Background: an optimization exercise with open tools, aiming at small area, a short achievable clock period and few clock cycles. Do not read the settings as production practice. Only simulation tests tie the RTL to the original design; equivalence was not proved.

## flow/design.v (module list and top-level ports; edited modules follow where they fit)
// module Multiplier: 9 lines
// module Adder: 7 lines
// module ReLU: 6 lines
// module Sigmoid_16: 54 lines
// module Neuron_ReLU: 117 lines
// module Neuron_Sigmoid: 119 lines
// module ArchCTRL: 83 lines
// module mul_cs: 225 lines
// module Architecture: 803 lines
module Architecture #(parameter NX = 6, parameter NH = 4, parameter BITS = 16) (
	input								clk,
	input								rst,
	input								TR,
	input								VL,
	input	[NX-1:0][BITS-1:0]			x,
	input	[BITS-1:0]					y,
	input	[BITS-1:0]					lr,
	output	[BITS-1:0]					yhat,
	output	[BITS-1:0]					Error,
	output								S_Train,
	output								S_Error,
	output	[NH-1:0][NX:0][BITS-1:0]	WH,
	output	[NH:0][BITS-1:0]			WO
);
  // ...
==> flow/run.sh <==
#!/bin/bash
# synth_recipe.tcl (not shown) runs the flow's synth.tcl, then flattens the netlist and writes it again
# the make line also repeats each setting of config.mk as NAME=value (left out here)
make -C /OpenROAD-flow-scripts/flow DESIGN_CONFIG=/design/flow/config.mk WORK_HOME=/design/flow/orfs CLKGATE_MAP_FILE= SYNTH_SCRIPT=/design/flow/synth_recipe.tcl finish
==> flow/config.mk <==
export PLATFORM = sky130hd
export DESIGN_NAME = Architecture
export DESIGN_NICKNAME = Architecture
export VERILOG_FILES = /design/flow/design.v
export SDC_FILE = /design/flow/constraint.sdc
export NUM_CORES = 4
export LEC_CHECK = 0
export CAP_MARGIN = 20
export CELL_PAD_IN_SITES_DETAIL_PLACEMENT = 1
export CELL_PAD_IN_SITES_GLOBAL_PLACEMENT = 2
export CORE_MARGIN = 2
export CORE_UTILIZATION = 30
export PLACE_DENSITY = 0.5
export SETUP_SLACK_MARGIN = 5
export SLEW_MARGIN = 20
==> flow/constraint.sdc <==
create_clock -name core_clock -period 12.0 [get_ports {clk}]
set_input_delay 2.4000 -clock core_clock [delete_from_list [all_inputs] [get_ports {clk}]]
set_output_delay 2.4000 -clock core_clock [all_outputs]
set_load 0.01 [all_outputs]
==> impl_summary.txt, run 1 <==
----------------------------------------------------
[Clocking]
  Buffer type at the clock tree root ... clkbuf_16
  Clock latency on the worst-skew pair ... 0.88 ns

[Timing]
  Share of the clock period used by the worst path after layout ... 71.0%
  Final critical delay including setup and external delays ... ~8.5 ns
  Unrepaired setup endpoints after global routing ... true

[Critical path]
  Worst setup slack for register-to-register paths ... 3.49 ns
  Critical Path Source ... s[4]

[Outcome]
  Outcome ... complete, no violations

[Placement]
  HPWL after detailed placement ... 449,000 um
  Cell count after placement ... 15,400
  Placement-stage worst setup slack ... 2.09 ns

[GRT]
  Maximum number of pins on one net before global-route repair ... roughly 140
  Met3 global-route usage ... 8.51%
  Grt peak-use layer ... met2

[Worst hold path]
  Hold_sp ... s[8]

[Detailed routing]
  Drt first pass iters ... 9
  DR vias/cell ... 5.62
  Count of nets left with antenna violations after detail routing ... 0

[Floorplan]
  # Taps ... around 4,500

[Synth]
  Share of synthesized area occupied by flip-flops and latches ... 23.4%
  Xor and xnor area share after synthesis ... between 10% and 20%
  Synthesized cell area ... 102,000 um2
  Post-synthesis area per instance ... 9.60 um2
  Post-synthesis adder-cell area fraction ... 28.1%
  Number of distinct standard cells referenced by the synthesized netlist ... 83

[Finish]
  Most frequent cells in the layout ... inv_1, a22oi_1, fa_1
  N_diodes ... 40
  Flip-flop count of the largest register, all copies and words added ... 448
  Final cell count without fillers ... 16,400
  Registers with the most flip-flops ... Wh x448, enc_a x96, enc_b x96

----------------------------------------------------
Testbench counts, summed over its fixed seeds: cycles 19,446.
==> run 2, diff against run 1 <==
--- a/flow/design.v
+++ b/flow/design.v
@@ -658,61 +658,62 @@
 			b1 = b[2*k];
 			b2 = b[2*k+1];
 			benc[3*k]   = b1 ^ b0;
 			benc[3*k+1] = (b2 & ~b1 & ~b0) | (~b2 & b1 & b0);
 			benc[3*k+2] = b2 & ~(b1 & b0);
 		end
 	end
 endfunction
-reg [14:0] s;			 
+reg [20:0] s;			 
 reg        mode_tr;		 
-reg        fwd, bwd, bwdA;	 
+reg        fwd2;		 
+reg        dhA;			 
+reg        pB;			 
+reg        rot;			 
+reg        pW;			 
+reg        lrB;			 
 wire start = TR | VL;
+integer n;
 always @(posedge clk) begin
 	if (rst) begin
-		s <= 15'd1;
+		s <= 21'd1;
 		mode_tr <= 1'b0;
-		fwd <= 1'b0;
-		bwd <= 1'b0;
-		bwdA <= 1'b0;
+		fwd2 <= 1'b0;
+		dhA <= 1'b0;
+		pB <= 1'b0;
+		rot <= 1'b0;
+		pW <= 1'b0;
+		lrB <= 1'b0;
 	end
 	else begin
-		s[0]  <= !start && (s[0] || s[14] || (s[5] && !mode_tr));
-		s[1]  <= start;
-		s[2]  <= !start && s[1];
-		s[3]  <= !start && s[2];
-		s[4]  <= !start && s[3];
-		s[5]  <= !start && s[4];
-		s[6]  <= !start && s[5] && mode_tr;
-		s[7]  <= !start && s[6];
-		s[8]  <= !start && s[7];
-		s[9]  <= !start && s[8];
-		s[10] <= !start && s[9];
-		s[11] <= !start && s[10];
-		s[12] <= !start && s[11];
-		s[13] <= !start && s[12];
-		s[14] <= !start && s[13];
+		s[0] <= !start && (s[0] || s[20] || (s[7] && !mode_tr));
+		s[1] <= start;
+		for (n = 1; n < 20; n = n + 1)
+			s[n+1] <= !start && s[n] && (n != 7 || mode_tr);
 		if (start)
 			mode_tr <= TR;
-		fwd  <= start || (!start && (s[1] || s[2]));
-		bwd  <= !start && (s[6] || s[7] || s[8] || s[9] || s[10] || s[11] || s[12]);
-		bwdA <= !start && (s[6] || s[7] || s[8] || s[9] || s[10] || s[11]);
+		fwd2 <= !start && (s[1] || s[2] || s[3]);
+		dhA  <= !start && (s[10] || s[11] || s[12] || s[13] || s[14] || s[15]);
+		pB   <= !start && (s[10] || s[12] || s[13] || s[14] || s[15] || s[16] || s[17]);
+		rot  <= !start && (s[11] || s[13] || s[14] || s[15] || s[16] || s[17] || s[18]);
+		pW   <= !start && (s[11] || s[12] || s[13] || s[14] || s[15] || s[16]);
+		lrB  <= !start && (s[9] || s[11] || s[12] || s[13] || s[14] || s[15] || s[16]);
 	end
 end
-assign S_Train = s[14];
-assign S_Error = s[5] && !mode_tr;
+assign S_Train = s[20];
+assign S_Error = s[7] && !mode_tr;
 wire [BITS-1:0] x_ma_next =
-	({BITS{s[0] | s[6]}} & x[0]) |
-	({BITS{s[7]}}        & x[1]) |
-	({BITS{s[1] | s[8]}} & x[2]) |
-	({BITS{s[9]}}        & x[3]) |
-	({BITS{s[2] | s[10]}} & x[4]) |
-	({BITS{s[11]}}       & x[5]);
-wire x_ma_sel = s[0] | s[1] | s[2] | s[6] | s[7] | s[8] | s[9] | s[10] | s[11];
+	({BITS{s[0] | s[10]}} & x[0]) |
+	({BITS{s[11]}}        & x[1]) |
+	({BITS{s[1] | s[12]}} & x[2]) |
+	({BITS{s[13]}}        & x[3]) |
+	({BITS{s[2] | s[14]}} & x[4]) |
+	({BITS{s[15]}}        & x[5]);
+wire x_ma_sel = s[0] | s[1] | s[2] | s[10] | s[11] | s[12] | s[13] | s[14] | s[15];
 wire [BITS-1:0] x_mb_next =
 	({BITS{s[0]}} & x[1]) |
 	({BITS{s[1]}} & x[3]) |
 	({BITS{s[2]}} & x[5]);
 wire x_mb_sel = s[0] | s[1] | s[2];
 wire [23:0] enc_xa = benc(x_ma_next);
 wire [23:0] enc_xb = benc(x_mb_next);
 wire [23:0] enc_lr = benc(lr);
@@ -727,46 +728,46 @@
 	wire fs_s1 = sa_all[1][0] ^ ca_all[1][0] ^ sa_all[2][0];
 	wire fs_c1 = (sa_all[1][0] & ca_all[1][0]) | (sa_all[2][0] & (sa_all[1][0] ^ ca_all[1][0]));
 	wire fs_s2 = ca_all[2][0] ^ sa_all[3][0] ^ ca_all[3][0];
 	wire fs_c2 = (ca_all[2][0] & sa_all[3][0]) | (ca_all[3][0] & (ca_all[2][0] ^ sa_all[3][0]));
 	wire fs_s3 = cya_all[0] ^ cya_all[1] ^ cya_all[2];
 	wire fs_c3 = (cya_all[0] & cya_all[1]) | (cya_all[2] & (cya_all[0] ^ cya_all[1]));
 	wire fs_s4 = cya_all[3] ^ fs_s0 ^ fs_s1;
 	wire fs_c4 = (cya_all[3] & fs_s0) | (fs_s1 & (cya_all[3] ^ fs_s0));
-	wire fs_s5 = fs_s2 ^ fs_s3 ^ fs_s4;
-	wire fs_c5 = (fs_s2 & fs_s3) | (fs_s4 & (fs_s2 ^ fs_s3));
+	wire fs_s5 = fs_s2 ^ fs_s3;
+	wire fs_c5 = fs_s2 & fs_s3;
 	wire fs_s6 = WO0[1] ^ sa_all[0][1] ^ ca_all[0][1];
 	wire fs_c6 = (WO0[1] & sa_all[0][1]) | (ca_all[0][1] & (WO0[1] ^ sa_all[0][1]));
 	wire fs_s7 = sa_all[1][1] ^ ca_all[1][1] ^ sa_all[2][1];
 	wire fs_c7 = (sa_all[1][1] & ca_all[1][1]) | (sa_all[2][1] & (sa_all[1][1] ^ ca_all[1][1]));
 	wire fs_s8 = ca_all[2][1] ^ sa_all[3][1] ^ ca_all[3][1];
 	wire fs_c8 = (ca_all[2][1] & sa_all[3][1]) | (ca_all[3][1] & (ca_all[2][1] ^ sa_all[3][1]));
 	wire fs_s9 = fs_c0 ^ fs_c1 ^ fs_c2;
 	wire fs_c9 = (fs_c0 & fs_c1) | (fs_c2 & (fs_c0 ^ fs_c1));
-	wire fs_s10 = fs_s6 ^ fs_s7 ^ fs_s8;
-	wire fs_c10 = (fs_s6 & fs_s7) | (fs_s8 & (fs_s6 ^ fs_s7));
-	wire fs_s11 = fs_c3 ^ fs_c4 ^ fs_s9;
-	wire fs_c11 = (fs_c3 & fs_c4) | (fs_s9 & (fs_c3 ^ fs_c4));
-	wire fs_s12 = fs_s10 ^ fs_c5 ^ fs_s11;
-	wire fs_c12 = (fs_s10 & fs_c5) | (fs_s11 & (fs_s10 ^ fs_c5));
+	wire fs_s10 = fs_c3 ^ fs_s6 ^ fs_s7;
+	wire fs_c10 = (fs_c3 & fs_s6) | (fs_s7 & (fs_c3 ^ fs_s6));
+	wire fs_s11 = fs_s8 ^ fs_c5 ^ fs_c4;
+	wire fs_c11 = (fs_s8 & fs_c5) | (fs_c4 & (fs_s8 ^ fs_c5));
+	wire fs_s12 = fs_s9 ^ fs_s10;
+	wire fs_c12 = fs_s9 & fs_s10;
 	wire fs_s13 = WO0[2] ^ sa_all[0][2] ^ ca_all[0][2];
 	wire fs_c13 = (WO0[2] & sa_all[0][2]) | (ca_all[0][2] & (WO0[2] ^ sa_all[0][2]));
 	wire fs_s14 = sa_all[1][2] ^ ca_all[1][2] ^ sa_all[2][2];
 	wire fs_c14 = (sa_all[1][2] & ca_all[1][2]) | (sa_all[2][2] & (sa_all[1][2] ^ ca_all[1][2]));
 	wire fs_s15 = ca_all[2][2] ^ sa_all[3][2] ^ ca_all[3][2];
 	wire fs_c15 = (ca_all[2][2] & sa_all[3][2]) | (ca_all[3][2] & (ca_all[2][2] ^ sa_all[3][2]));
 	wire fs_s16 = fs_c6 ^ fs_c7 ^ fs_c8;
 	wire fs_c16 = (fs_c6 & fs_c7) | (fs_c8 & (fs_c6 ^ fs_c7));
 	wire fs_s17 = fs_s13 ^ fs_s14 ^ fs_s15;
 	wire fs_c17 = (fs_s13 & fs_s14) | (fs_s15 & (fs_s13 ^ fs_s14));
-	wire fs_s18 = fs_c9 ^ fs_s16 ^ fs_c10;
-	wire fs_c18 = (fs_c9 & fs_s16) | (fs_c10 & (fs_c9 ^ fs_s16));
-	wire fs_s19 = fs_s17 ^ fs_c11 ^ fs_s18;
-	wire fs_c19 = (fs_s17 & fs_c11) | (fs_s18 & (fs_s17 ^ fs_c11));
+	wire fs_s18 = fs_c9 ^ fs_c10 ^ fs_s16;
+	wire fs_c18 = (fs_c9 & fs_c10) | (fs_s16 & (fs_c9 ^ fs_c10));
+	wire fs_s19 = fs_s17 ^ fs_c12 ^ fs_c11;
+	wire fs_c19 = (fs_s17 & fs_c12) | (fs_c11 & (fs_s17 ^ fs_c12));
 	wire fs_s20 = WO0[3] ^ sa_all[0][3] ^ ca_all[0][3];
 	wire fs_c20 = (WO0[3] & sa_all[0][3]) | (ca_all[0][3] & (WO0[3] ^ sa_all[0][3]));
 	wire fs_s21 = sa_all[1][3] ^ ca_all[1][3] ^ sa_all[2][3];
 	wire fs_c21 = (sa_all[1][3] & ca_all[1][3]) | (sa_all[2][3] & (sa_all[1][3] ^ ca_all[1][3]));
 	wire fs_s22 = ca_all[2][3] ^ sa_all[3][3] ^ ca_all[3][3];
 	wire fs_c22 = (ca_all[2][3] & sa_all[3][3]) | (ca_all[3][3] & (ca_all[2][3] ^ sa_all[3][3]));
 	wire fs_s23 = fs_c13 ^ fs_c14 ^ fs_c15;
 	wire fs_c23 = (fs_c13 & fs_c14) | (fs_c15 & (fs_c13 ^ fs_c14));
@@ -917,43 +918,43 @@
 	wire fs_s96 = fs_s94 ^ fs_c88 ^ fs_s95;
 	wire fs_c96 = (fs_s94 & fs_c88) | (fs_s95 & (fs_s94 ^ fs_c88));
 	wire fs_s97 = WO0[14] ^ sa_all[0][14] ^ ca_all[0][14];
 	wire fs_c97 = (WO0[14] & sa_all[0][14]) | (ca_all[0][14] & (WO0[14] ^ sa_all[0][14]));
 	wire fs_s98 = sa_all[1][14] ^ ca_all[1][14] ^ sa_all[2][14];
 	wire fs_c98 = (sa_all[1][14] & ca_all[1][14]) | (sa_all[2][14] & (sa_all[1][14] ^ ca_all[1][14]));
 	wire fs_s99 = ca_all[2][14] ^ sa_all[3][14] ^ ca_all[3][14];
 	wire fs_c99 = (ca_all[2][14] & sa_all[3][14]) | (ca_all[3][14] & (ca_all[2][14] ^ sa_all[3][14]));
-	wire fs_s100 = fs_s97 ^ fs_s98 ^ fs_s99;
-	wire fs_c100 = (fs_s97 & fs_s98) | (fs_s99 & (fs_s97 ^ fs_s98));
-	wire fs_s101 = fs_c90 ^ fs_c91 ^ fs_c92;
-	wire fs_c101 = (fs_c90 & fs_c91) | (fs_c92 & (fs_c90 ^ fs_c91));
-	wire fs_s102 = fs_c93 ^ fs_s100 ^ fs_c94;
-	wire fs_c102 = (fs_c93 & fs_s100) | (fs_c94 & (fs_c93 ^ fs_s100));
+	wire fs_s100 = fs_c90 ^ fs_c91 ^ fs_c92;
+	wire fs_c100 = (fs_c90 & fs_c91) | (fs_c92 & (fs_c90 ^ fs_c91));
+	wire fs_s101 = fs_s97 ^ fs_s98 ^ fs_s99;
+	wire fs_c101 = (fs_s97 & fs_s98) | (fs_s99 & (fs_s97 ^ fs_s98));
+	wire fs_s102 = fs_c93 ^ fs_c94 ^ fs_s100;
+	wire fs_c102 = (fs_c93 & fs_c94) | (fs_s100 & (fs_c93 ^ fs_c94));
 	wire fs_s103 = fs_s101 ^ fs_c95 ^ fs_s102;
 	wire fs_c103 = (fs_s101 & fs_c95) | (fs_s102 & (fs_s101 ^ fs_c95));
 	wire fs_s104 = WO0[15] ^ sa_all[0][15] ^ ca_all[0][15];
 	wire fs_c104 = (WO0[15] & sa_all[0][15]) | (ca_all[0][15] & (WO0[15] ^ sa_all[0][15]));
 	wire fs_s105 = sa_all[1][15] ^ ca_all[1][15] ^ sa_all[2][15];
 	wire fs_c105 = (sa_all[1][15] & ca_all[1][15]) | (sa_all[2][15] & (sa_all[1][15] ^ ca_all[1][15]));
 	wire fs_s106 = ca_all[2][15] ^ sa_all[3][15] ^ ca_all[3][15];
 	wire fs_c106 = (ca_all[2][15] & sa_all[3][15]) | (ca_all[3][15] & (ca_all[2][15] ^ sa_all[3][15]));
 	wire fs_s107 = fs_c97 ^ fs_c98 ^ fs_c99;
 	wire fs_c107 = (fs_c97 & fs_c98) | (fs_c99 & (fs_c97 ^ fs_c98));
 	wire fs_s108 = fs_s104 ^ fs_s105 ^ fs_s106;
 	wire fs_c108 = (fs_s104 & fs_s105) | (fs_s106 & (fs_s104 ^ fs_s105));
-	wire fs_s109 = fs_c100 ^ fs_s107 ^ fs_s108;
-	wire fs_c109 = (fs_c100 & fs_s107) | (fs_s108 & (fs_c100 ^ fs_s107));
-	wire fs_s110 = fs_c101 ^ fs_s109 ^ fs_c102;
-	wire fs_c110 = (fs_c101 & fs_s109) | (fs_c102 & (fs_c101 ^ fs_s109));
-	wire [15:0] fs_r0 = {fs_c103, fs_c96, fs_c89, fs_c82, fs_c75, fs_c68, fs_c61, fs_c54, fs_c47, fs_c40, fs_c33, fs_c26, fs_c19, fs_c12, fs_s12, fs_s5};
-	wire [15:0] fs_r1 = {fs_s110, fs_s103, fs_s96, fs_s89, fs_s82, fs_s75, fs_s68, fs_s61, fs_s54, fs_s47, fs_s40, fs_s33, fs_s26, fs_s19, 1'b0, 1'b0};
+	wire fs_s109 = fs_c100 ^ fs_c101 ^ fs_s107;
+	wire fs_c109 = (fs_c100 & fs_c101) | (fs_s107 & (fs_c100 ^ fs_c101));
+	wire fs_s110 = fs_s108 ^ fs_c102 ^ fs_s109;
+	wire fs_c110 = (fs_s108 & fs_c102) | (fs_s109 & (fs_s108 ^ fs_c102));
+	wire [15:0] fs_r0 = {fs_c103, fs_c96, fs_c89, fs_c82, fs_c75, fs_c68, fs_c61, fs_c54, fs_c47, fs_c40, fs_c33, fs_c26, fs_c19, fs_s18, fs_s11, fs_s4};
+	wire [15:0] fs_r1 = {fs_s110, fs_s103, fs_s96, fs_s89, fs_s82, fs_s75, fs_s68, fs_s61, fs_s54, fs_s47, fs_s40, fs_s33, fs_s26, fs_s19, fs_s12, fs_s5};
 	wire [15:0] zsum = fs_r0 + fs_r1;
 always @(posedge clk) begin
-	if (s[4]) begin
+	if (s[6]) begin
 		zo <= zsum;
 		yneg <= zsum[BITS-1];
 		err <= zsum[BITS-1] ? (y != 16'h0000) : (y != 16'h0100);
 	end
 end
 assign yhat  = yneg ? 16'h0000 : 16'h0100;
 assign Error = {15'd0, err};
 wire        zneg = zo[BITS-1];
@@ -1092,19 +1093,20 @@
 wire sg_s52 = sg_c25 ^ sg_s38 ^ sg_c37;
 wire sg_c52 = (sg_c25 & sg_s38) | (sg_c37 & (sg_c25 ^ sg_s38));
 wire sg_s53 = sg_c26 ^ sg_s39 ^ sg_c38;
 wire sg_c53 = (sg_c26 & sg_s39) | (sg_c38 & (sg_c26 ^ sg_s39));
 wire sg_s54 = sc[7] ^ (xs[10] & sm[5]) ^ sg_c39;
 wire sg_c54 = (sc[7] & (xs[10] & sm[5])) | (sg_c39 & (sc[7] ^ (xs[10] & sm[5])));
 wire [16:0] sg_r0 = {sc[8], sg_s54, sg_s53, sg_s52, sg_s51, sg_s50, sg_s49, sg_s48, sg_s47, sg_s46, sg_s45, sg_s44, sg_s43, sg_s42, sg_s41, (xs[0] & sm[1]), smn[0]};
 wire [16:0] sg_r1 = {sg_c54, sg_c53, sg_c52, sg_c51, sg_c50, sg_c49, sg_c48, sg_c47, sg_c46, sg_c45, sg_c44, sg_c43, sg_c42, sg_c41, sg_c40, sg_s40, (xs[0] & sm[0])};
-wire [8:0] sg_lo = {1'b0, sg_r0[7:0]} + {1'b0, sg_r1[7:0]};
-wire [15:0] t0n = {16{zneg}} ^ {7'd0, sg_r0[16:8]};
-wire [15:0] t1n = {16{zneg}} ^ {7'd0, sg_r1[16:8]};
+reg [16:0] sgr0, sgr1;
+wire [8:0] sg_lo = {1'b0, sgr0[7:0]} + {1'b0, sgr1[7:0]};
+wire [15:0] t0n = {16{zneg}} ^ {7'd0, sgr0[16:8]};
+wire [15:0] t1n = {16{zneg}} ^ {7'd0, sgr1[16:8]};
 wire        tcy = sg_lo[8] ^ zneg;
 wire [15:0] yn = ~y;
 wire [15:0] kd = zneg ? 16'h0102 : 16'h0001;
 wire sd_s0 = yn[0] ^ kd[0] ^ t0n[0];
 wire sd_c0 = (yn[0] & kd[0]) | (t0n[0] & (yn[0] ^ kd[0]));
 wire sd_s1 = t1n[0] ^ tcy ^ sd_s0;
 wire sd_c1 = (t1n[0] & tcy) | (sd_s0 & (t1n[0] ^ tcy));
 wire sd_s2 = yn[1] ^ kd[1] ^ t0n[1];
@@ -1166,23 +1168,34 @@
 wire sd_s30 = yn[15] ^ kd[15] ^ t0n[15];
 wire sd_c30 = (yn[15] & kd[15]) | (t0n[15] & (yn[15] ^ kd[15]));
 wire sd_s31 = t1n[15] ^ sd_c28 ^ sd_s30;
 wire sd_c31 = (t1n[15] & sd_c28) | (sd_s30 & (t1n[15] ^ sd_c28));
 wire [15:0] sd_r0 = {sd_c29, sd_c27, sd_c25, sd_c23, sd_c21, sd_c19, sd_c17, sd_c15, sd_c13, sd_c11, sd_c9, sd_c7, sd_c5, sd_c3, sd_c1, sd_s1};
 wire [15:0] sd_r1 = {sd_s31, sd_s29, sd_s27, sd_s25, sd_s23, sd_s21, sd_s19, sd_s17, sd_s15, sd_s13, sd_s11, sd_s9, sd_s7, sd_s5, sd_s3, 1'b0};
 wire [15:0] dnew = sd_r0 + sd_r1;
 always @(posedge clk) begin
-	if (s[5])
+	if (s[7]) begin
+		sgr0 <= sg_r0;
+		sgr1 <= sg_r1;
+	end
+	if (s[8])
 		d <= dnew;
 	enc_o <= enc_lr;
 end
-wire [15:0] so, co;
-wire        cyo;
-mul_cs mul_o (.a(d), .enc(enc_o), .s(so), .c(co), .cy(cyo));
+wire [15:0] so_c, co_c;
+wire        cyo_c;
+mul_cs mul_o (.a(d), .enc(enc_o), .s(so_c), .c(co_c), .cy(cyo_c));
+reg  [15:0] so, co;
+reg         cyo;
+always @(posedge clk) begin
+	so <= so_c;
+	co <= co_c;
+	cyo <= cyo_c;
+end
 	wire ws_s0 = WO0[0] ^ so[0] ^ co[0];
 	wire ws_c0 = (WO0[0] & so[0]) | (co[0] & (WO0[0] ^ so[0]));
 	wire ws_s1 = WO0[1] ^ so[1] ^ co[1];
 	wire ws_c1 = (WO0[1] & so[1]) | (co[1] & (WO0[1] ^ so[1]));
 	wire ws_s2 = WO0[2] ^ so[2] ^ co[2];
 	wire ws_c2 = (WO0[2] & so[2]) | (co[2] & (WO0[2] ^ so[2]));
 	wire ws_s3 = WO0[3] ^ so[3] ^ co[3];
 	wire ws_c3 = (WO0[3] & so[3]) | (co[3] & (WO0[3] ^ so[3]));
@@ -1211,221 +1224,232 @@
 	wire ws_s15 = WO0[15] ^ so[15] ^ co[15];
 	wire ws_c15 = (WO0[15] & so[15]) | (co[15] & (WO0[15] ^ so[15]));
 	wire [15:0] ws_r0 = {ws_c14, ws_c13, ws_c12, ws_c11, ws_c10, ws_c9, ws_c8, ws_c7, ws_c6, ws_c5, ws_c4, ws_c3, ws_c2, ws_c1, ws_c0, cyo};
 	wire [15:0] ws_r1 = {ws_s15, ws_s14, ws_s13, ws_s12, ws_s11, ws_s10, ws_s9, ws_s8, ws_s7, ws_s6, ws_s5, ws_s4, ws_s3, ws_s2, ws_s1, ws_s0};
 	wire [15:0] wo0_new = ws_r0 + ws_r1;
 always @(posedge clk) begin
 	if (rst)
 		WO0 <= WO_INIT[BITS-1:0];
-	else if (s[6])
+	else if (s[10])
 		WO0 <= wo0_new;
 end
 assign WO[0] = WO0;
 reg [NH-1:0][NX:0][BITS-1:0] Wh;
 reg [NH-1:0][BITS-1:0] Vo, accr, dhr, m1r, pr;
 reg [NH-1:0][23:0] enc_a, enc_b;
+reg [NH-1:0][BITS-1:0] sar, car, sbr, cbr;		 
+reg [NH-1:0] cyar, cybr;
 genvar i;
 generate
 	for (i = 0; i < NH; i = i + 1) begin : lane
 		wire [BITS-1:0] a = accr[i][BITS-1] ? 16'h0000 : accr[i];
 		always @(posedge clk) begin
 			enc_a[i] <= ({24{x_ma_sel}} & enc_xa) |
-			            ({24{s[3]}}     & benc(Vo[i])) |
-			            ({24{s[5]}}     & benc(a)) |
-			            ({24{s[12]}}    & enc_lr);
+			            ({24{s[4] | s[8]}} & benc(s[4] ? Vo[i] : a)) |
+			            ({24{s[16]}}    & enc_lr);
 			enc_b[i] <= ({24{x_mb_sel}} & enc_xb) |
-			            ({24{s[5]}}     & benc(Vo[i])) |
-			            ({24{s[6] | s[7] | s[8] | s[9] | s[10] | s[11] | s[12]}} & enc_lr);
+			            ({24{s[8]}}     & benc(Vo[i])) |
+			            ({24{lrB}}      & enc_lr);
 		end
 		wire [BITS-1:0] ma_a =
 			({BITS{s[1]}}  & Wh[i][1]) |
 			({BITS{s[2]}}  & Wh[i][3]) |
 			({BITS{s[3]}}  & Wh[i][5]) |
-			({BITS{s[4]}}  & a) |
-			({BITS{s[6]}}  & d) |
-			({BITS{bwdA}}  & dhr[i]) |
-			({BITS{s[13]}} & m1r[i]);
+			({BITS{s[5]}}  & a) |
+			({BITS{s[9]}}  & d) |
+			({BITS{dhA}}   & dhr[i]) |
+			({BITS{s[17]}} & m1r[i]);
 		wire [BITS-1:0] mb_a =
 			({BITS{s[1]}}  & Wh[i][2]) |
 			({BITS{s[2]}}  & Wh[i][4]) |
 			({BITS{s[3]}}  & Wh[i][6]) |
-			({BITS{s[6]}}  & d) |
-			({BITS{bwd}}   & pr[i]);
-		wire [15:0] sa, ca, sb, cb;
-		wire        cya, cyb;
-		mul_cs mul_a (.a(ma_a), .enc(enc_a[i]), .s(sa), .c(ca), .cy(cya));
-		mul_cs mul_b (.a(mb_a), .enc(enc_b[i]), .s(sb), .c(cb), .cy(cyb));
+			({BITS{s[9]}}  & d) |
+			({BITS{pB}}    & pr[i]);
+		wire [15:0] sa_c, ca_c, sb_c, cb_c;
+		wire        cya_c, cyb_c;
+		mul_cs mul_a (.a(ma_a), .enc(enc_a[i]), .s(sa_c), .c(ca_c), .cy(cya_c));
+		mul_cs mul_b (.a(mb_a), .enc(enc_b[i]), .s(sb_c), .c(cb_c), .cy(cyb_c));
+		always @(posedge clk) begin
+			sar[i] <= sa_c;
+			car[i] <= ca_c;
+			cyar[i] <= cya_c;
+			sbr[i] <= sb_c;
+			cbr[i] <= cb_c;
+			cybr[i] <= cyb_c;
+		end
+		wire [15:0] sa = sar[i], ca = car[i], sb = sbr[i], cb = cbr[i];
+		wire        cya = cyar[i], cyb = cybr[i];
 		assign sa_all[i] = sa;
 		assign ca_all[i] = ca;
 		assign cya_all[i] = cya;
-		wire [BITS-1:0] s_x = ({BITS{s[1] | bwd}} & Wh[i][0]) | ({BITS{s[2] | s[3]}} & accr[i]);
-		wire [BITS-1:0] sa_g = {BITS{fwd}} & sa;
-		wire [BITS-1:0] ca_g = {BITS{fwd}} & ca;
-		wire            cya_g = fwd & cya;
-		wire ls_s0 = s_x[0] ^ sa_g[0] ^ ca_g[0];
-		wire ls_c0 = (s_x[0] & sa_g[0]) | (ca_g[0] & (s_x[0] ^ sa_g[0]));
-		wire ls_s1 = sb[0] ^ cb[0] ^ cya_g;
-		wire ls_c1 = (sb[0] & cb[0]) | (cya_g & (sb[0] ^ cb[0]));
-		wire ls_s2 = cyb ^ ls_s0;
-		wire ls_c2 = cyb & ls_s0;
-		wire ls_s3 = s_x[1] ^ sa_g[1] ^ ca_g[1];
-		wire ls_c3 = (s_x[1] & sa_g[1]) | (ca_g[1] & (s_x[1] ^ sa_g[1]));
-		wire ls_s4 = sb[1] ^ cb[1] ^ ls_c0;
-		wire ls_c4 = (sb[1] & cb[1]) | (ls_c0 & (sb[1] ^ cb[1]));
-		wire ls_s5 = ls_s3 ^ ls_c2 ^ ls_c1;
-		wire ls_c5 = (ls_s3 & ls_c2) | (ls_c1 & (ls_s3 ^ ls_c2));
-		wire ls_s6 = s_x[2] ^ sa_g[2] ^ ca_g[2];
-		wire ls_c6 = (s_x[2] & sa_g[2]) | (ca_g[2] & (s_x[2] ^ sa_g[2]));
-		wire ls_s7 = sb[2] ^ cb[2] ^ ls_c3;
-		wire ls_c7 = (sb[2] & cb[2]) | (ls_c3 & (sb[2] ^ cb[2]));
+		wire [BITS-1:0] s_x = ({BITS{s[2] | rot}} & Wh[i][0]) | ({BITS{s[3] | s[4]}} & accr[i]);
+		wire [BITS-1:0] sa_g = {BITS{fwd2}} & sa;
+		wire [BITS-1:0] ca_g = {BITS{fwd2}} & ca;
+		wire            cya_g = fwd2 & cya;
+		wire ls_s0 = sa_g[0] ^ ca_g[0] ^ sb[0];
+		wire ls_c0 = (sa_g[0] & ca_g[0]) | (sb[0] & (sa_g[0] ^ ca_g[0]));
+		wire ls_s1 = cb[0] ^ cya_g ^ cyb;
+		wire ls_c1 = (cb[0] & cya_g) | (cyb & (cb[0] ^ cya_g));
+		wire ls_s2 = s_x[0] ^ ls_s0 ^ ls_s1;
+		wire ls_c2 = (s_x[0] & ls_s0) | (ls_s1 & (s_x[0] ^ ls_s0));
+		wire ls_s3 = sa_g[1] ^ ca_g[1] ^ sb[1];
+		wire ls_c3 = (sa_g[1] & ca_g[1]) | (sb[1] & (sa_g[1] ^ ca_g[1]));
+		wire ls_s4 = cb[1] ^ s_x[1] ^ ls_c0;
+		wire ls_c4 = (cb[1] & s_x[1]) | (ls_c0 & (cb[1] ^ s_x[1]));
+		wire ls_s5 = ls_c1 ^ ls_s3 ^ ls_c2;
+		wire ls_c5 = (ls_c1 & ls_s3) | (ls_c2 & (ls_c1 ^ ls_s3));
+		wire ls_s6 = sa_g[2] ^ ca_g[2] ^ sb[2];
+		wire ls_c6 = (sa_g[2] & ca_g[2]) | (sb[2] & (sa_g[2] ^ ca_g[2]));
+		wire ls_s7 = cb[2] ^ s_x[2] ^ ls_c3;
+		wire ls_c7 = (cb[2] & s_x[2]) | (ls_c3 & (cb[2] ^ s_x[2]));
 		wire ls_s8 = ls_s6 ^ ls_c4 ^ ls_s7;
 		wire ls_c8 = (ls_s6 & ls_c4) | (ls_s7 & (ls_s6 ^ ls_c4));
-		wire ls_s9 = s_x[3] ^ sa_g[3] ^ ca_g[3];
-		wire ls_c9 = (s_x[3] & sa_g[3]) | (ca_g[3] & (s_x[3] ^ sa_g[3]));
-		wire ls_s10 = sb[3] ^ cb[3] ^ ls_c6;
-		wire ls_c10 = (sb[3] & cb[3]) | (ls_c6 & (sb[3] ^ cb[3]));
+		wire ls_s9 = sa_g[3] ^ ca_g[3] ^ sb[3];
+		wire ls_c9 = (sa_g[3] & ca_g[3]) | (sb[3] & (sa_g[3] ^ ca_g[3]));
+		wire ls_s10 = cb[3] ^ s_x[3] ^ ls_c6;
+		wire ls_c10 = (cb[3] & s_x[3]) | (ls_c6 & (cb[3] ^ s_x[3]));
 		wire ls_s11 = ls_s9 ^ ls_c7 ^ ls_s10;
 		wire ls_c11 = (ls_s9 & ls_c7) | (ls_s10 & (ls_s9 ^ ls_c7));
-		wire ls_s12 = s_x[4] ^ sa_g[4] ^ ca_g[4];
-		wire ls_c12 = (s_x[4] & sa_g[4]) | (ca_g[4] & (s_x[4] ^ sa_g[4]));
-		wire ls_s13 = sb[4] ^ cb[4] ^ ls_c9;
-		wire ls_c13 = (sb[4] & cb[4]) | (ls_c9 & (sb[4] ^ cb[4]));
+		wire ls_s12 = sa_g[4] ^ ca_g[4] ^ sb[4];
+		wire ls_c12 = (sa_g[4] & ca_g[4]) | (sb[4] & (sa_g[4] ^ ca_g[4]));
+		wire ls_s13 = cb[4] ^ s_x[4] ^ ls_c9;
+		wire ls_c13 = (cb[4] & s_x[4]) | (ls_c9 & (cb[4] ^ s_x[4]));
 		wire ls_s14 = ls_s12 ^ ls_c10 ^ ls_s13;
 		wire ls_c14 = (ls_s12 & ls_c10) | (ls_s13 & (ls_s12 ^ ls_c10));
-		wire ls_s15 = s_x[5] ^ sa_g[5] ^ ca_g[5];
-		wire ls_c15 = (s_x[5] & sa_g[5]) | (ca_g[5] & (s_x[5] ^ sa_g[5]));
-		wire ls_s16 = sb[5] ^ cb[5] ^ ls_c12;
-		wire ls_c16 = (sb[5] & cb[5]) | (ls_c12 & (sb[5] ^ cb[5]));
+		wire ls_s15 = sa_g[5] ^ ca_g[5] ^ sb[5];
+		wire ls_c15 = (sa_g[5] & ca_g[5]) | (sb[5] & (sa_g[5] ^ ca_g[5]));
+		wire ls_s16 = cb[5] ^ s_x[5] ^ ls_c12;
+		wire ls_c16 = (cb[5] & s_x[5]) | (ls_c12 & (cb[5] ^ s_x[5]));
 		wire ls_s17 = ls_s15 ^ ls_c13 ^ ls_s16;
 		wire ls_c17 = (ls_s15 & ls_c13) | (ls_s16 & (ls_s15 ^ ls_c13));
-		wire ls_s18 = s_x[6] ^ sa_g[6] ^ ca_g[6];
-		wire ls_c18 = (s_x[6] & sa_g[6]) | (ca_g[6] & (s_x[6] ^ sa_g[6]));
-		wire ls_s19 = sb[6] ^ cb[6] ^ ls_c15;
-		wire ls_c19 = (sb[6] & cb[6]) | (ls_c15 & (sb[6] ^ cb[6]));
+		wire ls_s18 = sa_g[6] ^ ca_g[6] ^ sb[6];
+		wire ls_c18 = (sa_g[6] & ca_g[6]) | (sb[6] & (sa_g[6] ^ ca_g[6]));
+		wire ls_s19 = cb[6] ^ s_x[6] ^ ls_c15;
+		wire ls_c19 = (cb[6] & s_x[6]) | (ls_c15 & (cb[6] ^ s_x[6]));
 		wire ls_s20 = ls_s18 ^ ls_c16 ^ ls_s19;
 		wire ls_c20 = (ls_s18 & ls_c16) | (ls_s19 & (ls_s18 ^ ls_c16));
-		wire ls_s21 = s_x[7] ^ sa_g[7] ^ ca_g[7];
-		wire ls_c21 = (s_x[7] & sa_g[7]) | (ca_g[7] & (s_x[7] ^ sa_g[7]));
-		wire ls_s22 = sb[7] ^ cb[7] ^ ls_c18;
-		wire ls_c22 = (sb[7] & cb[7]) | (ls_c18 & (sb[7] ^ cb[7]));
+		wire ls_s21 = sa_g[7] ^ ca_g[7] ^ sb[7];
+		wire ls_c21 = (sa_g[7] & ca_g[7]) | (sb[7] & (sa_g[7] ^ ca_g[7]));
+		wire ls_s22 = cb[7] ^ s_x[7] ^ ls_c18;
+		wire ls_c22 = (cb[7] & s_x[7]) | (ls_c18 & (cb[7] ^ s_x[7]));
 		wire ls_s23 = ls_s21 ^ ls_c19 ^ ls_s22;
 		wire ls_c23 = (ls_s21 & ls_c19) | (ls_s22 & (ls_s21 ^ ls_c19));
-		wire ls_s24 = s_x[8] ^ sa_g[8] ^ ca_g[8];
-		wire ls_c24 = (s_x[8] & sa_g[8]) | (ca_g[8] & (s_x[8] ^ sa_g[8]));
-		wire ls_s25 = sb[8] ^ cb[8] ^ ls_c21;
-		wire ls_c25 = (sb[8] & cb[8]) | (ls_c21 & (sb[8] ^ cb[8]));
+		wire ls_s24 = sa_g[8] ^ ca_g[8] ^ sb[8];
+		wire ls_c24 = (sa_g[8] & ca_g[8]) | (sb[8] & (sa_g[8] ^ ca_g[8]));
+		wire ls_s25 = cb[8] ^ s_x[8] ^ ls_c21;
+		wire ls_c25 = (cb[8] & s_x[8]) | (ls_c21 & (cb[8] ^ s_x[8]));
 		wire ls_s26 = ls_s24 ^ ls_c22 ^ ls_s25;
 		wire ls_c26 = (ls_s24 & ls_c22) | (ls_s25 & (ls_s24 ^ ls_c22));
-		wire ls_s27 = s_x[9] ^ sa_g[9] ^ ca_g[9];
-		wire ls_c27 = (s_x[9] & sa_g[9]) | (ca_g[9] & (s_x[9] ^ sa_g[9]));
-		wire ls_s28 = sb[9] ^ cb[9] ^ ls_c24;
-		wire ls_c28 = (sb[9] & cb[9]) | (ls_c24 & (sb[9] ^ cb[9]));
+		wire ls_s27 = sa_g[9] ^ ca_g[9] ^ sb[9];
+		wire ls_c27 = (sa_g[9] & ca_g[9]) | (sb[9] & (sa_g[9] ^ ca_g[9]));
+		wire ls_s28 = cb[9] ^ s_x[9] ^ ls_c24;
+		wire ls_c28 = (cb[9] & s_x[9]) | (ls_c24 & (cb[9] ^ s_x[9]));
 		wire ls_s29 = ls_s27 ^ ls_c25 ^ ls_s28;
 		wire ls_c29 = (ls_s27 & ls_c25) | (ls_s28 & (ls_s27 ^ ls_c25));
-		wire ls_s30 = s_x[10] ^ sa_g[10] ^ ca_g[10];
-		wire ls_c30 = (s_x[10] & sa_g[10]) | (ca_g[10] & (s_x[10] ^ sa_g[10]));
-		wire ls_s31 = sb[10] ^ cb[10] ^ ls_c27;
-		wire ls_c31 = (sb[10] & cb[10]) | (ls_c27 & (sb[10] ^ cb[10]));
+		wire ls_s30 = sa_g[10] ^ ca_g[10] ^ sb[10];
+		wire ls_c30 = (sa_g[10] & ca_g[10]) | (sb[10] & (sa_g[10] ^ ca_g[10]));
+		wire ls_s31 = cb[10] ^ s_x[10] ^ ls_c27;
+		wire ls_c31 = (cb[10] & s_x[10]) | (ls_c27 & (cb[10] ^ s_x[10]));
 		wire ls_s32 = ls_s30 ^ ls_c28 ^ ls_s31;
 		wire ls_c32 = (ls_s30 & ls_c28) | (ls_s31 & (ls_s30 ^ ls_c28));
-		wire ls_s33 = s_x[11] ^ sa_g[11] ^ ca_g[11];
-		wire ls_c33 = (s_x[11] & sa_g[11]) | (ca_g[11] & (s_x[11] ^ sa_g[11]));
-		wire ls_s34 = sb[11] ^ cb[11] ^ ls_c30;
-		wire ls_c34 = (sb[11] & cb[11]) | (ls_c30 & (sb[11] ^ cb[11]));
+		wire ls_s33 = sa_g[11] ^ ca_g[11] ^ sb[11];
+		wire ls_c33 = (sa_g[11] & ca_g[11]) | (sb[11] & (sa_g[11] ^ ca_g[11]));
+		wire ls_s34 = cb[11] ^ s_x[11] ^ ls_c30;
+		wire ls_c34 = (cb[11] & s_x[11]) | (ls_c30 & (cb[11] ^ s_x[11]));
 		wire ls_s35 = ls_s33 ^ ls_c31 ^ ls_s34;
 		wire ls_c35 = (ls_s33 & ls_c31) | (ls_s34 & (ls_s33 ^ ls_c31));
-		wire ls_s36 = s_x[12] ^ sa_g[12] ^ ca_g[12];
-		wire ls_c36 = (s_x[12] & sa_g[12]) | (ca_g[12] & (s_x[12] ^ sa_g[12]));
-		wire ls_s37 = sb[12] ^ cb[12] ^ ls_c33;
-		wire ls_c37 = (sb[12] & cb[12]) | (ls_c33 & (sb[12] ^ cb[12]));
+		wire ls_s36 = sa_g[12] ^ ca_g[12] ^ sb[12];
+		wire ls_c36 = (sa_g[12] & ca_g[12]) | (sb[12] & (sa_g[12] ^ ca_g[12]));
+		wire ls_s37 = cb[12] ^ s_x[12] ^ ls_c33;
+		wire ls_c37 = (cb[12] & s_x[12]) | (ls_c33 & (cb[12] ^ s_x[12]));
 		wire ls_s38 = ls_s36 ^ ls_c34 ^ ls_s37;
 		wire ls_c38 = (ls_s36 & ls_c34) | (ls_s37 & (ls_s36 ^ ls_c34));
-		wire ls_s39 = s_x[13] ^ sa_g[13] ^ ca_g[13];
-		wire ls_c39 = (s_x[13] & sa_g[13]) | (ca_g[13] & (s_x[13] ^ sa_g[13]));
-		wire ls_s40 = sb[13] ^ cb[13] ^ ls_c36;
-		wire ls_c40 = (sb[13] & cb[13]) | (ls_c36 & (sb[13] ^ cb[13]));
+		wire ls_s39 = sa_g[13] ^ ca_g[13] ^ sb[13];
+		wire ls_c39 = (sa_g[13] & ca_g[13]) | (sb[13] & (sa_g[13] ^ ca_g[13]));
+		wire ls_s40 = cb[13] ^ s_x[13] ^ ls_c36;
+		wire ls_c40 = (cb[13] & s_x[13]) | (ls_c36 & (cb[13] ^ s_x[13]));
 		wire ls_s41 = ls_s39 ^ ls_c37 ^ ls_s40;
 		wire ls_c41 = (ls_s39 & ls_c37) | (ls_s40 & (ls_s39 ^ ls_c37));
-		wire ls_s42 = s_x[14] ^ sa_g[14] ^ ca_g[14];
-		wire ls_c42 = (s_x[14] & sa_g[14]) | (ca_g[14] & (s_x[14] ^ sa_g[14]));
-		wire ls_s43 = sb[14] ^ cb[14] ^ ls_s42;
-		wire ls_c43 = (sb[14] & cb[14]) | (ls_s42 & (sb[14] ^ cb[14]));
-		wire ls_s44 = ls_c39 ^ ls_c40 ^ ls_s43;
-		wire ls_c44 = (ls_c39 & ls_c40) | (ls_s43 & (ls_c39 ^ ls_c40));
-		wire ls_s45 = s_x[15] ^ sa_g[15] ^ ca_g[15];
-		wire ls_c45 = (s_x[15] & sa_g[15]) | (ca_g[15] & (s_x[15] ^ sa_g[15]));
-		wire ls_s46 = sb[15] ^ cb[15] ^ ls_c42;
-		wire ls_c46 = (sb[15] & cb[15]) | (ls_c42 & (sb[15] ^ cb[15]));
+		wire ls_s42 = sa_g[14] ^ ca_g[14] ^ sb[14];
+		wire ls_c42 = (sa_g[14] & ca_g[14]) | (sb[14] & (sa_g[14] ^ ca_g[14]));
+		wire ls_s43 = cb[14] ^ s_x[14] ^ ls_c39;
+		wire ls_c43 = (cb[14] & s_x[14]) | (ls_c39 & (cb[14] ^ s_x[14]));
+		wire ls_s44 = ls_s42 ^ ls_c40 ^ ls_s43;
+		wire ls_c44 = (ls_s42 & ls_c40) | (ls_s43 & (ls_s42 ^ ls_c40));
+		wire ls_s45 = sa_g[15] ^ ca_g[15] ^ sb[15];
+		wire ls_c45 = (sa_g[15] & ca_g[15]) | (sb[15] & (sa_g[15] ^ ca_g[15]));
+		wire ls_s46 = cb[15] ^ s_x[15] ^ ls_c42;
+		wire ls_c46 = (cb[15] & s_x[15]) | (ls_c42 & (cb[15] ^ s_x[15]));
 		wire ls_s47 = ls_s45 ^ ls_c43 ^ ls_s46;
 		wire ls_c47 = (ls_s45 & ls_c43) | (ls_s46 & (ls_s45 ^ ls_c43));
-		wire [15:0] ls_r0 = {ls_c44, ls_c41, ls_c38, ls_c35, ls_c32, ls_c29, ls_c26, ls_c23, ls_c20, ls_c17, ls_c14, ls_c11, ls_c8, ls_c5, ls_s4, ls_s1};
-		wire [15:0] ls_r1 = {ls_s47, ls_s44, ls_s41, ls_s38, ls_s35, ls_s32, ls_s29, ls_s26, ls_s23, ls_s20, ls_s17, ls_s14, ls_s11, ls_s8, ls_s5, ls_s2};
+		wire [15:0] ls_r0 = {ls_c44, ls_c41, ls_c38, ls_c35, ls_c32, ls_c29, ls_c26, ls_c23, ls_c20, ls_c17, ls_c14, ls_c11, ls_c8, ls_c5, ls_s4, ls_s2};
+		wire [15:0] ls_r1 = {ls_s47, ls_s44, ls_s41, ls_s38, ls_s35, ls_s32, ls_s29, ls_s26, ls_s23, ls_s20, ls_s17, ls_s14, ls_s11, ls_s8, ls_s5, 1'b0};
 		wire [15:0] sum3 = ls_r0 + ls_r1;
-		wire [BITS-1:0] v_g = {BITS{s[13]}} & Vo[i];
-		wire lp_s0 = v_g[0] ^ sa[0] ^ ca[0];
-		wire lp_c0 = (v_g[0] & sa[0]) | (ca[0] & (v_g[0] ^ sa[0]));
-		wire lp_s1 = v_g[1] ^ sa[1] ^ ca[1];
-		wire lp_c1 = (v_g[1] & sa[1]) | (ca[1] & (v_g[1] ^ sa[1]));
-		wire lp_s2 = v_g[2] ^ sa[2] ^ ca[2];
-		wire lp_c2 = (v_g[2] & sa[2]) | (ca[2] & (v_g[2] ^ sa[2]));
-		wire lp_s3 = v_g[3] ^ sa[3] ^ ca[3];
-		wire lp_c3 = (v_g[3] & sa[3]) | (ca[3] & (v_g[3] ^ sa[3]));
-		wire lp_s4 = v_g[4] ^ sa[4] ^ ca[4];
-		wire lp_c4 = (v_g[4] & sa[4]) | (ca[4] & (v_g[4] ^ sa[4]));
-		wire lp_s5 = v_g[5] ^ sa[5] ^ ca[5];
-		wire lp_c5 = (v_g[5] & sa[5]) | (ca[5] & (v_g[5] ^ sa[5]));
-		wire lp_s6 = v_g[6] ^ sa[6] ^ ca[6];
-		wire lp_c6 = (v_g[6] & sa[6]) | (ca[6] & (v_g[6] ^ sa[6]));
-		wire lp_s7 = v_g[7] ^ sa[7] ^ ca[7];
-		wire lp_c7 = (v_g[7] & sa[7]) | (ca[7] & (v_g[7] ^ sa[7]));
-		wire lp_s8 = v_g[8] ^ sa[8] ^ ca[8];
-		wire lp_c8 = (v_g[8] & sa[8]) | (ca[8] & (v_g[8] ^ sa[8]));
-		wire lp_s9 = v_g[9] ^ sa[9] ^ ca[9];
-		wire lp_c9 = (v_g[9] & sa[9]) | (ca[9] & (v_g[9] ^ sa[9]));
-		wire lp_s10 = v_g[10] ^ sa[10] ^ ca[10];
-		wire lp_c10 = (v_g[10] & sa[10]) | (ca[10] & (v_g[10] ^ sa[10]));
-		wire lp_s11 = v_g[11] ^ sa[11] ^ ca[11];
-		wire lp_c11 = (v_g[11] & sa[11]) | (ca[11] & (v_g[11] ^ sa[11]));
-		wire lp_s12 = v_g[12] ^ sa[12] ^ ca[12];
-		wire lp_c12 = (v_g[12] & sa[12]) | (ca[12] & (v_g[12] ^ sa[12]));
-		wire lp_s13 = v_g[13] ^ sa[13] ^ ca[13];
-		wire lp_c13 = (v_g[13] & sa[13]) | (ca[13] & (v_g[13] ^ sa[13]));
-		wire lp_s14 = v_g[14] ^ sa[14] ^ ca[14];
-		wire lp_c14 = (v_g[14] & sa[14]) | (ca[14] & (v_g[14] ^ sa[14]));
-		wire lp_s15 = v_g[15] ^ sa[15] ^ ca[15];
-		wire lp_c15 = (v_g[15] & sa[15]) | (ca[15] & (v_g[15] ^ sa[15]));
-		wire [15:0] lp_r0 = {lp_c14, lp_c13, lp_c12, lp_c11, lp_c10, lp_c9, lp_c8, lp_c7, lp_c6, lp_c5, lp_c4, lp_c3, lp_c2, lp_c1, lp_c0, cya};
+		wire [BITS-1:0] v_g = {BITS{s[18]}} & Vo[i];
+		wire lp_s0 = sa[0] ^ ca[0] ^ cya;
+		wire lp_c0 = (sa[0] & ca[0]) | (cya & (sa[0] ^ ca[0]));
+		wire lp_s1 = sa[1] ^ ca[1] ^ v_g[1];
+		wire lp_c1 = (sa[1] & ca[1]) | (v_g[1] & (sa[1] ^ ca[1]));
+		wire lp_s2 = sa[2] ^ ca[2] ^ v_g[2];
+		wire lp_c2 = (sa[2] & ca[2]) | (v_g[2] & (sa[2] ^ ca[2]));
+		wire lp_s3 = sa[3] ^ ca[3] ^ v_g[3];
+		wire lp_c3 = (sa[3] & ca[3]) | (v_g[3] & (sa[3] ^ ca[3]));
+		wire lp_s4 = sa[4] ^ ca[4] ^ v_g[4];
+		wire lp_c4 = (sa[4] & ca[4]) | (v_g[4] & (sa[4] ^ ca[4]));
+		wire lp_s5 = sa[5] ^ ca[5] ^ v_g[5];
+		wire lp_c5 = (sa[5] & ca[5]) | (v_g[5] & (sa[5] ^ ca[5]));
+		wire lp_s6 = sa[6] ^ ca[6] ^ v_g[6];
+		wire lp_c6 = (sa[6] & ca[6]) | (v_g[6] & (sa[6] ^ ca[6]));
+		wire lp_s7 = sa[7] ^ ca[7] ^ v_g[7];
+		wire lp_c7 = (sa[7] & ca[7]) | (v_g[7] & (sa[7] ^ ca[7]));
+		wire lp_s8 = sa[8] ^ ca[8] ^ v_g[8];
+		wire lp_c8 = (sa[8] & ca[8]) | (v_g[8] & (sa[8] ^ ca[8]));
+		wire lp_s9 = sa[9] ^ ca[9] ^ v_g[9];
+		wire lp_c9 = (sa[9] & ca[9]) | (v_g[9] & (sa[9] ^ ca[9]));
+		wire lp_s10 = sa[10] ^ ca[10] ^ v_g[10];
+		wire lp_c10 = (sa[10] & ca[10]) | (v_g[10] & (sa[10] ^ ca[10]));
+		wire lp_s11 = sa[11] ^ ca[11] ^ v_g[11];
+		wire lp_c11 = (sa[11] & ca[11]) | (v_g[11] & (sa[11] ^ ca[11]));
+		wire lp_s12 = sa[12] ^ ca[12] ^ v_g[12];
+		wire lp_c12 = (sa[12] & ca[12]) | (v_g[12] & (sa[12] ^ ca[12]));
+		wire lp_s13 = sa[13] ^ ca[13] ^ v_g[13];
+		wire lp_c13 = (sa[13] & ca[13]) | (v_g[13] & (sa[13] ^ ca[13]));
+		wire lp_s14 = sa[14] ^ ca[14] ^ v_g[14];
+		wire lp_c14 = (sa[14] & ca[14]) | (v_g[14] & (sa[14] ^ ca[14]));
+		wire lp_s15 = sa[15] ^ ca[15] ^ v_g[15];
+		wire lp_c15 = (sa[15] & ca[15]) | (v_g[15] & (sa[15] ^ ca[15]));
+		wire [15:0] lp_r0 = {lp_c14, lp_c13, lp_c12, lp_c11, lp_c10, lp_c9, lp_c8, lp_c7, lp_c6, lp_c5, lp_c4, lp_c3, lp_c2, lp_c1, lp_c0, v_g[0]};
 		wire [15:0] lp_r1 = {lp_s15, lp_s14, lp_s13, lp_s12, lp_s11, lp_s10, lp_s9, lp_s8, lp_s7, lp_s6, lp_s5, lp_s4, lp_s3, lp_s2, lp_s1, lp_s0};
 		wire [15:0] pa = lp_r0 + lp_r1;
 		always @(posedge clk) begin
-			if (fwd)
+			if (fwd2)
 				accr[i] <= sum3;
-			if (s[6]) begin
+			if (s[10]) begin
 				m1r[i] <= pa;
 				dhr[i] <= accr[i][BITS-1] ? 16'h0000 : sum3;
 				pr[i]  <= accr[i][BITS-1] ? 16'h0000 : sum3;
 			end
-			else if (bwdA)
+			else if (pW)
 				pr[i] <= pa;
 		end
 		integer k;
 		always @(posedge clk) begin
 			if (rst) begin
 				for (k = 0; k <= NX; k = k + 1)
 					Wh[i][k] <= WH_INIT[(i*(NX+1)+k)*BITS +: BITS];
 				Vo[i] <= WO_INIT[(i+1)*BITS +: BITS];
 			end
 			else begin
-				if (bwd) begin
+				if (rot) begin
 					for (k = 0; k < NX; k = k + 1)
 						Wh[i][k] <= Wh[i][k+1];
 					Wh[i][NX] <= sum3;
 				end
-				if (s[13])
+				if (s[18])
 					Vo[i] <= pa;
 			end
 		end
 		assign WH[i] = Wh[i];
 		assign WO[i+1] = Vo[i];
 	end
 endgenerate
 endmodule  
==> impl_summary.txt, run 2 <==
----------------------------------------------------
[Outcome]
  Outcome ... complete, no violations (unchanged)

[Synth]
  Cells after Synth ... 11,300 (was 10,700)
  Most numerous cell types in the synthesized netlist ... inv_1, a22oi_1, fa_1 (unchanged)
  Yosys synthesis warning count ... 1 (unchanged)
  Cell type with the highest aggregate area in the netlist ... fa_1 (unchanged)
  Portion of synthesized cell area occupied by the leading cell type ... 20.3% (was 22.0%)
  Fraction of registers with async set/reset ... 0% (unchanged)
  Top post-synthesis cells by area ... fa_1, dfxtp_1, edfxtp_1 (was fa_1, dfxtp_1, a22oi_1)
  Synth Flop Type ... dfxtp_1 (unchanged)
  Cell with the most instances after synthesis ... inv_1 (unchanged)
  Share of synthesized area occupied by flip-flops and latches ... 28.0% (was 23.4%)
  Post-synthesis area per instance ... 9.81 um2 (was 9.60 um2)
  Number of enable flip-flop cells after synthesis ... 323 (was 289)
  Number of distinct standard cells referenced by the synthesized netlist ... 90 (was 83)
  Synthesized cell area ... 111,000 um2 (was 102,000 um2)
  Flops & latches, synth ... 1,392 (was 1,052)

[Detailed routing]
  Wire length on met3 ... 31,700 um (was 53,000 um)
  Final routed wirelength across all metal layers ... 587,000 um (was 616,000 um)
  Drt first pass iters ... 8 (was 9)
  DR vias/cell ... 5.39 (was 5.62)
  Total vias in the final route ... 90,700 (was 92,200)
  Count of nets left with antenna violations after detail routing ... 0 (unchanged)
  Number of remaining DRC errors ... 0 (unchanged)
  Topmost layer with routed signal wires ... met5 (unchanged)
  Routed length per instance ... 34.9 um (was 37.5 um)
  Number of DRC markers in iteration 0 ... 8,064 (was 9,622)
  Wire length on met2 ... 279,000 um (was 270,000 um)
  Met1 layer wirelength in the final routing ... 253,000 um (was 269,000 um)

[Finish]
  Final core area utilization ... 35.2% (was 39.1%)
  Register with the most flip-flops ... Wh (unchanged)
  Post-synthesis to final-layout area growth ... 16.7% (was 29.9%)
  NumNets Final ... 13,400 (was 13,500)
  Leading cell type in the layout, fill and taps excluded ... inv_1 (unchanged)
  Share of layout cells above drive strength 1 ... 6.42% (was 20.2%)
  Flip-flop count of the largest register, all copies and words added ... 448 (unchanged)
  Post-route cell area ... 130,000 um2 (was 133,000 um2)
  Registers with the most flip-flops ... Wh x448, enc_a x96, enc_b x96 (unchanged)
  Most frequent cells in the layout ... inv_1, a22oi_1, fa_1 (unchanged)

[Timing]
  Final critical delay including setup and external delays ... 6.41 ns (was 8.51 ns)
  Clock Skew ... 0.0543 ns (was 0.0979 ns)
  Total negative slack for setup checks ... 0 ns (unchanged)
  Relative slew slack ... 18.1% (was 15.7%)
  Number of slew-limit violations in the final report ... 0 (unchanged)
  Least setup slack across all paths after layout ... 5.59 ns (was 3.49 ns)
  Tightest Pin Transition ... 1.23 ns (was 1.26 ns)
  Count of final hold-check violations ... 0 (unchanged)
  Share of the clock period used by the worst path after layout ... 53.4% (was 71.0%)
  Unrepaired setup endpoints after global routing ... false (was true)
  Max Clock Freq ... 0.156 GHz (was 0.117 GHz)
  Final setup vio count ... 0 (unchanged)

[Placement]
  HPWL after detailed placement ... 449,000 um (about the same)
  Placement-stage worst setup slack ... 5.60 ns (was 2.09 ns)
  RePlAce Congestion ... 0.892 (was 0.948)
  Cell area reported after detailed placement ... 123,000 um2 (was 116,000 um2)
  IO Port Bufs ... 663 (unchanged)

[Clocking]
  Clock latency on the worst-skew pair ... 0.93 ns (was 0.88 ns)
  Clock edge transition at the registers on the reported setup and hold paths ... 0.06 ns (was 0.07 ns)
  Max clock buf depth ... 4 (unchanged)
  Number of buffers added for setup after CTS ... 0 (was 557)
  Inserted Clock Buffers ... 190 (was 148)
  TritonCTS clock tree ... yes (unchanged)
  Number of sinks driven by the clock tree ... 1,392 (was 1,052)
  Clock H-tree levels ... 4 (unchanged)
  Cts-stage hold buffer count ... 0 (unchanged)
  Resize count post-CTS ... 0 (was 950)
  Buffer type at the clock tree root ... clkbuf_16 (unchanged)

[GRT]
  Total congestion overflow after global routing ... 0 (unchanged)
  Number of antenna violations at the first check in global routing ... 72 (was 92)
  Wire length of the first global-routing pass ... 807,000 um (was 836,000 um)
  Maximum number of pins on one net before global-route repair ... 176 (was 137)
  Tot GR Track Use ... 30.8% (was 34.8%)
  Number of global-route vias before repair ... 95,400 (about the same)

[Floorplan]
  Initial cell density of the core ... 30.1% (about the same)
  Area of the die ... 375,000 um2 (was 346,000 um2)
  X dimension of the die ... 613 um (was 588 um)
  Number of core rows ... 223 (was 214)
  Number of I/O pins ... 694 (unchanged)
  Vert. Die Dim ... 613 um (was 588 um)
  Core Area ... 369,000 um2 (was 340,000 um2)

[Job]
  Number of maximum-capacitance constraint violations ... 0 (unchanged)

[Critical path]
  Worst Path Max Fanout ... 49 (was 8)
  Type of element capturing the critical path ... flip-flop (unchanged)
  Endpoint required time on the critical path ... 12.62 ns (was 12.50 ns)
  Data arrival time at the worst-slack endpoint ... 7.03 ns (was 9.01 ns)
  Start-to-end type of the worst setup path ... flip-flop to flip-flop (unchanged)
  Number of cell instances on the worst register-to-register path ... 17 (was 28)
  Sort of element at the start of the critical path ... flip-flop (unchanged)

[Worst hold path]
  WHS Path Cells ... 1 (unchanged)
  Min-Delay Path Class ... flip-flop to flip-flop (unchanged)

----------------------------------------------------
run 2: worst paths after layout:
kind,start,end,slack (ns)
min reg2reg,s[19],s[20],0.49
min,s[19],s[20],0.49
max,fwd2,pr[31],5.59
max reg2reg,fwd2,pr[31],5.59
run 2: per-stage QoR:
stage / hold slack, ns / cells
after global routing: 0.520 / 16800
after CTS: 0.484 / 16800
after floorplan: 0.406 / 11400
after global placement: 0.473 / 16400
after detailed placement: 0.470 / 16400
final: 0.486 / 16800
run 2: area by class of cell:
cell class	count	area [um2]
Tap cell	4950	6190
Timing Repair Buffer	962	8980
Antenna cell	62	155
Clock buffer	283	5590
Clock inverter	67	736
Inverter	1388	5210
Sequential cell	1392	31100
Multi-Input combinational cell	7714	71700
Fill cell	41200	239000
run 2: critical path, stage by stage (launching register included):
cell      delay (ns)
dfxtp_4         0.54
buf_4           0.55
buf_4           0.59
nand2_1         0.16
fa_1            0.52
fa_1            0.43
fa_1            0.55
inv_1           0.04
ha_1            0.22
fa_1            0.48
a211oi_1        0.24
nor2_1          0.13
o31ai_1         0.34
a211oi_1        0.15
or2_2           0.39
o41a_1          0.44
nand4b_1        0.10
o21ai_0         0.10
run 2: logic make-up (layout without fill, tap and decap cells):
group	after synthesis	count (layout)	share of synthesized area (%)
AOI/OAI and AO/OA	2399	2399	16.0
buffers and inverters	2250	2700	7.83
and+or+nand+nor	2023	2023	8.97
adders and majority gates	1621	1621	25.9
DFF	1392	1392	28.0
xor gates and xnor gates	1337	1337	10.6
muxes	303	303	2.79
other	1	93	0.00337
run 2: metal layers:
| layer | vias to the layer above | track usage, % |
|---|---|---|
| met5 | - | 0 |
| met4 | 4 | 11.6 |
| met3 | 656 | 4.84 |
| met2 | 2808 | 51.1 |
| met1 | 48400 | 40.1 |
| li1 | 38900 | - |
Testbench counts of run 2, summed over its fixed seeds: cycles 27,022.

port drivers added, routing unchanged:
How much do the figures lean on ideal ports? The routed layouts below were timed once more, with nothing changed but the port constraints.
Step 1 sets driving cells, clkbuf_16 on the clock port and buf_2 on the other inputs (assumed; they add their load-dependent delay and slew).
Step 2 times the ports against the registers' clock, not the clock port: input delays grow and output delays shrink by t, the midpoint of the rising clock arrivals with the driver on.
Slacks: ideal / step 1 / step 2; pairs: ideal / step 1.
run	t (ns)	setup slack, ns	latest minus earliest clock arrival (ns)	worst slew at a driven data input, ns
run 1	0.957	3.485 / 3.485 / 3.485	0.098 / 0.098	0.10
run 2	1.019	5.594 / 5.594 / 5.594	0.059 / 0.059	0.07
After both steps setup and hold are still met in every run listed.
